Background: an optimization exercise with open tools, aiming at small area, a short achievable clock period and few clock cycles. Do not read the settings as production practice. RTL that was checked went through simulation tests only; none was proved equivalent to the original.

==> module median_fliter, before the edit <==
module median_fliter(
  input                  clk,
  input                  rst,
  input               enable,
  input  [7:0]     RAM_IMG_Q,
  input  [7:0]     RAM_OUT_Q,
  output          RAM_IMG_OE,
  output          RAM_IMG_WE,
  output [15:0]    RAM_IMG_A,
  output [7:0]     RAM_IMG_D,
  output          RAM_OUT_OE,
  output          RAM_OUT_WE,
  output [15:0]    RAM_OUT_A,
  output [7:0]     RAM_OUT_D,
  output                done
);
  localparam LK = 3;             
  localparam K  = 1 << LK;       
  localparam L  = K + 2;         
  localparam [3:0] RI_LAST = L - 1;
  reg        go;         
  reg        running;    
  reg        oe;         
  reg        first;      
  reg        flush;      
  reg  [7:0] rrow;       
  reg  [7:0] rcol;       
  reg  [3:0] ri;         
  reg        done_reg;
  reg  [4:0] vp;         
  wire ri_last  = (ri == RI_LAST);
  wire row_pad  = ((ri == 4'd0) & (rrow == 8'd255)) | (ri_last & (rrow == 8'd0));
  always @(posedge clk, posedge rst) begin
    if (rst) begin
      go      <= 1'b0;
      running <= 1'b0;
      oe      <= 1'b0;
    end else begin
      go <= enable & ~running & ~go;
      if (go) begin
        running <= 1'b1;
        oe      <= 1'b1;
      end else if (ri_last) begin
        if (rcol == 8'd255 && rrow == 8'd0) oe <= 1'b0;    
        if (flush) running <= 1'b0;
      end
    end
  end
  always @(posedge clk) begin
    if (go) begin
      first <= 1'b1;
      flush <= 1'b0;
      rrow  <= 8'd255;
      rcol  <= 8'd0;
      ri    <= 4'd0;
    end else if (!ri_last) begin
      ri   <= ri + 4'd1;
      rrow <= rrow + 8'd1;
    end else begin
      ri    <= 4'd0;
      first <= 1'b0;
      rcol  <= rcol + 8'd1;
      if (rcol == 8'd255) begin
        rrow <= rrow - 8'd1;
        if (rrow == 8'd0) flush <= 1'b1;
      end else begin
        rrow <= rrow - RI_LAST;
      end
    end
  end
  wire v0  = running & ~first & (ri >= 4'd2);   
  wire mn0 = (rcol == 8'd0);                    
  reg       pad1;
  reg [1:0] mn;
  always @(posedge clk, posedge rst) begin
    if (rst) vp <= 5'd0;
    else     vp <= {vp[3:0], v0};
  end
  always @(posedge clk) begin
    pad1 <= row_pad;
    mn   <= {mn[0], mn0};
  end
  reg [7:0] din;
  reg [7:0] dl [1:2*L];
  integer k;
  always @(posedge clk) begin
    din     <= RAM_IMG_Q & {8{~pad1}};
    dl[1]   <= din;
    for (k = 2; k <= 2*L; k = k + 1) dl[k] <= dl[k-1];
    dl[L+1] <= dl[L] & {8{~mn[1]}};
  end
  wire [7:0] ta = dl[2*L];                  
  wire [7:0] tb = dl[L];                    
  wire [7:0] tc = din & {8{~mn[1]}};        
  function gt8(input [7:0] a, input [7:0] b);
    reg [7:0] g, p;
    reg [3:0] g1, p1;
    reg [1:0] g2, p2;
    integer i;
    begin
      g = a & ~b;
      p = a | ~b;
      for (i = 0; i < 4; i = i + 1) begin
        g1[i] = g[2*i+1] | (p[2*i+1] & g[2*i]);
        p1[i] = p[2*i+1] & p[2*i];
      end
      for (i = 0; i < 2; i = i + 1) begin
        g2[i] = g1[2*i+1] | (p1[2*i+1] & g1[2*i]);
        p2[i] = p1[2*i+1] & p1[2*i];
      end
      gt8 = g2[1] | (p2[1] & g2[0]);
    end
  endfunction
  function [7:0] max3(input [7:0] a, input [7:0] b, input [7:0] c);
    reg x, y, z;
    begin
      x = gt8(a, b);
      y = gt8(b, c);
      z = gt8(a, c);
      max3 = (x & z) ? a : (~x & y) ? b : c;
    end
  endfunction
  function [7:0] min3(input [7:0] a, input [7:0] b, input [7:0] c);
    reg x, y, z;
    begin
      x = gt8(a, b);
      y = gt8(b, c);
      z = gt8(a, c);
      min3 = (~x & ~z) ? a : (x & ~y) ? b : c;
    end
  endfunction
  function [7:0] med3(input [7:0] a, input [7:0] b, input [7:0] c);
    reg x, y, z;
    begin
      x = gt8(a, b);
      y = gt8(b, c);
      z = gt8(a, c);
      med3 = (x ^ z) ? a : (x ^ y) ? c : b;
    end
  endfunction
  reg [7:0] lo0, md0, hi0, lo1, md1, hi1, lo2, md2, hi2;
  always @(posedge clk) begin
    lo0 <= min3(ta, tb, tc);
    md0 <= med3(ta, tb, tc);
    hi0 <= max3(ta, tb, tc);
    lo1 <= lo0;  md1 <= md0;  hi1 <= hi0;
    lo2 <= lo1;  md2 <= md1;  hi2 <= hi1;
  end
  reg [7:0] mxlo, mdmd, mnhi, dout;
  always @(posedge clk) begin
    mxlo <= max3(lo0, lo1, lo2);
    mdmd <= med3(md0, md1, md2);
    mnhi <= min3(hi0, hi1, hi2);
    dout <= med3(mxlo, mdmd, mnhi);
  end
  wire we = vp[4];
  reg [15:0] wa;      
  reg        wlast;   
  always @(posedge clk) begin
    if (go) begin
      wa    <= 16'hffff;
      wlast <= 1'b0;
    end else if (vp[3]) begin
      wa    <= wa + 16'd1;
      wlast <= (wa == 16'hfffe);
    end
  end
  always @(posedge clk, posedge rst) begin
    if (rst) done_reg <= 1'b0;
    else if (enable && !running) done_reg <= 1'b0;
    else if (we && wlast) done_reg <= 1'b1;
  end
  assign RAM_IMG_OE = oe;
  assign RAM_IMG_WE = 1'b0;
  assign RAM_IMG_A  = {rrow, rcol};
  assign RAM_IMG_D  = 8'd0;
  assign RAM_OUT_OE = 1'b0;
  assign RAM_OUT_WE = we;
  assign RAM_OUT_A  = {wa[15:8+LK], wa[LK-1:0], wa[7+LK:LK]};
  assign RAM_OUT_D  = dout;
  assign done       = done_reg;
endmodule
export LEC_CHECK = 0
export CAP_MARGIN = 20
export CORE_MARGIN = 2
export CORE_UTILIZATION = 40
export CTS_CLUSTER_DIAMETER = 100
export CTS_CLUSTER_SIZE = 30
export SLEW_MARGIN = 20
create_clock -name core_clock -period 10.0 [get_ports {clk}]
standard.sh (not shown) runs the stock make flow with config.mk's settings and CLKGATE_MAP_FILE= SYNTH_SCRIPT=/design/flow/synth_recipe.tcl, a recipe that flattens the netlist after the stock synthesis.
==> flow/flow/run.sh <==
#!/bin/bash
# The standard layout (the standard.sh, standard synthesis), with the
# ports buffered by a stronger buffer than the default choice.
set -euo pipefail
bash standard.sh BUFFER_PORTS_ARGS="-buffer_cell sky130_fd_sc_hd__buf_4" finish > standard.log 2>&1
The starting point finished clean.
Testbench counts at the start, summed over its fixed seeds: cycles 327,748.
Rerun with:
--- a/flow/design.v
+++ b/flow/design.v
@@ -16,21 +16,29 @@
 );
   localparam LK = 3;             
   localparam K  = 1 << LK;       
   localparam L  = K + 2;         
-  localparam [3:0] RI_LAST = L - 1;
   reg        go;         
   reg        running;    
   reg        oe;         
   reg        first;      
   reg        flush;      
   reg  [7:0] rrow;       
   reg  [7:0] rcol;       
-  reg  [3:0] ri;         
+  reg  [4:0] sm1;        
+  reg  [4:0] jc;         
+  reg        col_last;   
+  reg        col_zero;   
+  reg        strip_top;  
+  reg        strip_bot;  
   reg        done_reg;
   reg  [4:0] vp;         
-  wire ri_last  = (ri == RI_LAST);
-  wire row_pad  = ((ri == 4'd0) & (rrow == 8'd255)) | (ri_last & (rrow == 8'd0));
+  wire ri_first = ~jc[0] & ~jc[4];          
+  wire ri_last  = jc[4] & ~jc[3];           
+  wire ri_ge2   = jc[1] | jc[4];            
+  wire row_pad  = (ri_first & strip_top) | (ri_last & strip_bot);
+  wire step_end = ri_last;
+  wire [4:0] sm1_next = col_last ? sm1 + 5'd1 : sm1;
   always @(posedge clk, posedge rst) begin
     if (rst) begin
       go      <= 1'b0;
       running <= 1'b0;
@@ -39,38 +47,42 @@
       go <= enable & ~running & ~go;
       if (go) begin
         running <= 1'b1;
         oe      <= 1'b1;
-      end else if (ri_last) begin
-        if (rcol == 8'd255 && rrow == 8'd0) oe <= 1'b0;    
+      end else if (step_end) begin
+        if (col_last && strip_bot) oe <= 1'b0;    
         if (flush) running <= 1'b0;
       end
     end
   end
   always @(posedge clk) begin
+    jc <= go ? 5'd0 : {jc[3:0], ~jc[4]};
     if (go) begin
-      first <= 1'b1;
-      flush <= 1'b0;
-      rrow  <= 8'd255;
-      rcol  <= 8'd0;
-      ri    <= 4'd0;
-    end else if (!ri_last) begin
-      ri   <= ri + 4'd1;
+      first     <= 1'b1;
+      flush     <= 1'b0;
+      rrow      <= 8'd255;
+      rcol      <= 8'd0;
+      sm1       <= 5'd31;
+      col_last  <= 1'b0;
+      col_zero  <= 1'b1;
+      strip_top <= 1'b1;
+      strip_bot <= 1'b0;
+    end else if (!step_end) begin
       rrow <= rrow + 8'd1;
     end else begin
-      ri    <= 4'd0;
-      first <= 1'b0;
-      rcol  <= rcol + 8'd1;
-      if (rcol == 8'd255) begin
-        rrow <= rrow - 8'd1;
-        if (rrow == 8'd0) flush <= 1'b1;
-      end else begin
-        rrow <= rrow - RI_LAST;
-      end
+      first     <= 1'b0;
+      rcol      <= rcol + 8'd1;
+      col_last  <= (rcol == 8'd254);
+      col_zero  <= col_last;
+      rrow      <= {sm1_next, 3'b111};
+      sm1       <= sm1_next;
+      strip_top <= (sm1_next == 5'd31);
+      strip_bot <= (sm1_next == 5'd30);
+      if (col_last && strip_bot) flush <= 1'b1;
     end
   end
-  wire v0  = running & ~first & (ri >= 4'd2);   
-  wire mn0 = (rcol == 8'd0);                    
+  wire v0  = running & ~first & ri_ge2;   
+  wire mn0 = col_zero;                    
   reg       pad1;
   reg [1:0] mn;
   always @(posedge clk, posedge rst) begin
     if (rst) vp <= 5'd0;
Result: Setup slack gains 0.017 ns; design area grows by 1.7%; final cell count grows by 5.2%; synthesized cell count grows by 4.2%.
Function not checked in the second run of this note: the RTL went through the layout flow alone.

* * *

## the baseline
The RTL this note starts from:
==> flow/design.v <==
module median_fliter(
  input                  clk,
  input                  rst,
  input               enable,
  input  [7:0]     RAM_IMG_Q,
  input  [7:0]     RAM_OUT_Q,
  output          RAM_IMG_OE,
  output          RAM_IMG_WE,
  output [15:0]    RAM_IMG_A,
  output [7:0]     RAM_IMG_D,
  output          RAM_OUT_OE,
  output          RAM_OUT_WE,
  output [15:0]    RAM_OUT_A,
  output [7:0]     RAM_OUT_D,
  output                done
);
  localparam LK = 3;             
  localparam K  = 1 << LK;       
  localparam L  = K + 2;         
  localparam [3:0] RI_LAST = L - 1;
  reg        running;    
  reg        first;      
  reg        flush;      
  reg  [7:0] rrow;       
  reg  [7:0] rcol;       
  reg  [3:0] ri;         
  reg        done_reg;
  reg  [4:0] vp;         
  wire       busy = |vp;
  wire start    = enable & ~running & ~busy;
  wire ri_last  = (ri == RI_LAST);
  wire row_pad  = ((ri == 4'd0) & (rrow == 8'd255)) | (ri_last & (rrow == 8'd0));
  always @(posedge clk, posedge rst) begin
    if (rst) begin
      running <= 1'b0;
      first   <= 1'b0;
      flush   <= 1'b0;
      rrow    <= 8'd0;
      rcol    <= 8'd0;
      ri      <= 4'd0;
    end else if (start) begin
      running <= 1'b1;
      first   <= 1'b1;
      flush   <= 1'b0;
      rrow    <= 8'd255;
      rcol    <= 8'd0;
      ri      <= 4'd0;
    end else if (running) begin
      if (!ri_last) begin
        ri   <= ri + 4'd1;
        rrow <= rrow + 8'd1;
      end else begin
        ri    <= 4'd0;
        first <= 1'b0;
        rcol  <= rcol + 8'd1;
        if (rcol == 8'd255) begin
          rrow <= rrow - 8'd1;
          if (rrow == 8'd0) flush <= 1'b1;    
        end else begin
          rrow <= rrow - RI_LAST;
        end
        if (flush) running <= 1'b0;
      end
    end
  end
  wire v0 = running & ~first & (ri >= 4'd2);    
  wire mn0 = (rcol == 8'd0);                    
  wire mo0 = (rcol == 8'd1);                    
  reg       pad1;
  reg [1:0] mn, mo;
  always @(posedge clk, posedge rst) begin
    if (rst) vp <= 5'd0;
    else     vp <= {vp[3:0], v0};
  end
  always @(posedge clk) begin
    pad1 <= row_pad;
    mn   <= {mn[0], mn0};
    mo   <= {mo[0], mo0};
  end
  reg [7:0] din;
  reg [7:0] dl [1:2*L];
  integer k;
  always @(posedge clk) begin
    din   <= RAM_IMG_Q & {8{~pad1}};
    dl[1] <= din;
    for (k = 2; k <= 2*L; k = k + 1) dl[k] <= dl[k-1];
  end
  wire [7:0] ta = dl[2*L] & {8{~mo[1]}};    
  wire [7:0] tb = dl[L];                    
  wire [7:0] tc = din & {8{~mn[1]}};        
  wire ab = ta > tb;
  wire bc = tb > tc;
  wire ac = ta > tc;
  wire [7:0] s_lo = (!ab && !ac) ? ta : (ab && !bc) ? tb : tc;
  wire [7:0] s_hi = (ab && ac) ? ta : (!ab && bc) ? tb : tc;
  wire [7:0] s_md = (ab ^ ac) ? ta : (ab ^ bc) ? tc : tb;
  reg [7:0] lo0, md0, hi0, lo1, md1, hi1, lo2, md2, hi2;
  always @(posedge clk) begin
    lo0 <= s_lo; md0 <= s_md; hi0 <= s_hi;
    lo1 <= lo0;  md1 <= md0;  hi1 <= hi0;
    lo2 <= lo1;  md2 <= md1;  hi2 <= hi1;
  end
  function [7:0] max3(input [7:0] a, input [7:0] b, input [7:0] c);
    reg [7:0] m;
    begin
      m = (a > b) ? a : b;
      max3 = (m > c) ? m : c;
    end
  endfunction
  function [7:0] min3(input [7:0] a, input [7:0] b, input [7:0] c);
    reg [7:0] m;
    begin
      m = (a < b) ? a : b;
      min3 = (m < c) ? m : c;
    end
  endfunction
  function [7:0] med3(input [7:0] a, input [7:0] b, input [7:0] c);
    reg x, y, z;
    begin
      x = a > b;
      y = b > c;
      z = a > c;
      med3 = (x ^ z) ? a : (x ^ y) ? c : b;
    end
  endfunction
  reg [7:0] mxlo, mdmd, mnhi, dout;
  always @(posedge clk) begin
    mxlo <= max3(lo0, lo1, lo2);
    mdmd <= med3(md0, md1, md2);
    mnhi <= min3(hi0, hi1, hi2);
    dout <= med3(mxlo, mdmd, mnhi);
  end
  wire we = vp[4];
  reg [15:0] wcnt;    
  always @(posedge clk, posedge rst) begin
    if (rst) begin
      wcnt     <= 16'd0;
      done_reg <= 1'b0;
    end else begin
      if (we) wcnt <= wcnt + 16'd1;
      if (start) done_reg <= 1'b0;
      else if (we && wcnt == 16'hffff) done_reg <= 1'b1;
    end
  end
  assign RAM_IMG_OE = running;
  assign RAM_IMG_WE = 1'b0;
  assign RAM_IMG_A  = {rrow, rcol};
  assign RAM_IMG_D  = 8'd0;
  assign RAM_OUT_OE = 1'b0;
  assign RAM_OUT_WE = we;
  assign RAM_OUT_A  = {wcnt[15:8+LK], wcnt[LK-1:0], wcnt[7+LK:LK]};
  assign RAM_OUT_D  = dout;
  assign done       = done_reg;
endmodule
export LEC_CHECK = 0
export CAP_MARGIN = 20
export CORE_MARGIN = 2
export CORE_UTILIZATION = 40
export SLEW_MARGIN = 20
create_clock -name core_clock -period 10.0 [get_ports {clk}]
run.sh (not shown) runs the stock make flow with config.mk's settings and CLKGATE_MAP_FILE= SYNTH_SCRIPT=/design/flow/synth_recipe.tcl, a recipe that flattens the netlist after the stock synthesis.
Stock flow here: none of the scripts above is used.
Testbench counts of the baseline, summed over its fixed seeds: cycles 327,744.
Input-level comparison between the candidate and the baseline:
diff --git a/flow/design.v b/flow/design.v
--- a/flow/design.v
+++ b/flow/design.v
@@ -23,11 +23,11 @@
   reg        flush;      
   reg  [7:0] rrow;       
   reg  [7:0] rcol;       
   reg  [3:0] ri;         
   reg        done_reg;
-  reg  [4:0] vp;         
+  reg  [3:0] vp;         
   wire       busy = |vp;
   wire start    = enable & ~running & ~busy;
   wire ri_last  = (ri == RI_LAST);
   wire row_pad  = ((ri == 4'd0) & (rrow == 8'd255)) | (ri_last & (rrow == 8'd0));
   always @(posedge clk, posedge rst) begin
@@ -68,11 +68,11 @@
   wire mo0 = (rcol == 8'd1);                    
   reg       pad1;
   reg [1:0] mn, mo;
   always @(posedge clk, posedge rst) begin
     if (rst) vp <= 5'd0;
-    else     vp <= {vp[3:0], v0};
+    else     vp <= {vp[2:0], v0};
   end
   always @(posedge clk) begin
     pad1 <= row_pad;
     mn   <= {mn[0], mn0};
     mo   <= {mo[0], mo0};
@@ -86,13 +86,23 @@
     for (k = 2; k <= 2*L; k = k + 1) dl[k] <= dl[k-1];
   end
   wire [7:0] ta = dl[2*L] & {8{~mo[1]}};    
   wire [7:0] tb = dl[L];                    
   wire [7:0] tc = din & {8{~mn[1]}};        
-  wire ab = ta > tb;
-  wire bc = tb > tc;
-  wire ac = ta > tc;
+  function gt8(input [7:0] a, input [7:0] b);
+    integer i;
+    reg g;
+    begin
+      g = 1'b0;
+      for (i = 0; i < 8; i = i + 1)
+        g = (a[i] & ~b[i]) | (~(a[i] ^ b[i]) & g);
+      gt8 = g;
+    end
+  endfunction
+  wire ab = gt8(ta, tb);
+  wire bc = gt8(tb, tc);
+  wire ac = gt8(ta, tc);
   wire [7:0] s_lo = (!ab && !ac) ? ta : (ab && !bc) ? tb : tc;
   wire [7:0] s_hi = (ab && ac) ? ta : (!ab && bc) ? tb : tc;
   wire [7:0] s_md = (ab ^ ac) ? ta : (ab ^ bc) ? tc : tb;
   reg [7:0] lo0, md0, hi0, lo1, md1, hi1, lo2, md2, hi2;
   always @(posedge clk) begin
@@ -101,38 +111,34 @@
     lo2 <= lo1;  md2 <= md1;  hi2 <= hi1;
   end
   function [7:0] max3(input [7:0] a, input [7:0] b, input [7:0] c);
     reg [7:0] m;
     begin
-      m = (a > b) ? a : b;
-      max3 = (m > c) ? m : c;
+      m = gt8(a, b) ? a : b;
+      max3 = gt8(m, c) ? m : c;
     end
   endfunction
   function [7:0] min3(input [7:0] a, input [7:0] b, input [7:0] c);
     reg [7:0] m;
     begin
-      m = (a < b) ? a : b;
-      min3 = (m < c) ? m : c;
+      m = gt8(b, a) ? a : b;
+      min3 = gt8(c, m) ? m : c;
     end
   endfunction
   function [7:0] med3(input [7:0] a, input [7:0] b, input [7:0] c);
     reg x, y, z;
     begin
-      x = a > b;
-      y = b > c;
-      z = a > c;
+      x = gt8(a, b);
+      y = gt8(b, c);
+      z = gt8(a, c);
       med3 = (x ^ z) ? a : (x ^ y) ? c : b;
     end
   endfunction
-  reg [7:0] mxlo, mdmd, mnhi, dout;
-  always @(posedge clk) begin
-    mxlo <= max3(lo0, lo1, lo2);
-    mdmd <= med3(md0, md1, md2);
-    mnhi <= min3(hi0, hi1, hi2);
-    dout <= med3(mxlo, mdmd, mnhi);
-  end
-  wire we = vp[4];
+  reg [7:0] dout;
+  always @(posedge clk)
+    dout <= med3(max3(lo0, lo1, lo2), med3(md0, md1, md2), min3(hi0, hi1, hi2));
+  wire we = vp[3];
   reg [15:0] wcnt;    
   always @(posedge clk, posedge rst) begin
     if (rst) begin
       wcnt     <= 16'd0;
       done_reg <= 1'b0;
Register-to-register slack delta (the candidate − the baseline): unfavourable. The candidate vs. the baseline: async set-or-reset flop fraction in the synthesized netlist went up by 0.84 points. Number of clock buffer instances in the layout was lower in the run labelled the candidate. The candidate has less setup slack than the baseline. The baseline ended up with lo1[3] as its timing startpoint of the critical path; the candidate ended up with lo1[5].
Function not checked in the candidate: the RTL went through the layout flow alone.

[static timing again, ports no longer ideal]
No port has a modelled driver above. Below, the same layouts with a new extraction and two added sets of constraints.
Step 1 assumes that a clkbuf_16 drives the clock port and a buf_2 every other input.
Step 2 adds t to the input delays and takes it off the output delays; t is the mean of the earliest and latest rising clock arrival at the registers after step 1. Input paths then give back, and output paths get back, about the clock's delay inside the block.
Slacks: ideal / step 1 / step 2; pairs: ideal / step 1.
run | shift t [ns] | setup slack, ns | clock arrival spread, ns
the first run of note 1 | 0.540 | 6.853 / 6.809 / 7.037 | 0.029 / 0.029
the second run of note 1 | 0.534 | 6.870 / 6.822 / 7.144 | 0.026 / 0.025
the baseline | 0.550 | 5.898 / 5.898 / 5.898 | 0.025 / 0.025
the candidate | 0.593 | 3.406 / 3.406 / 3.406 | 0.010 / 0.009
After both steps every run listed still meets setup and hold.
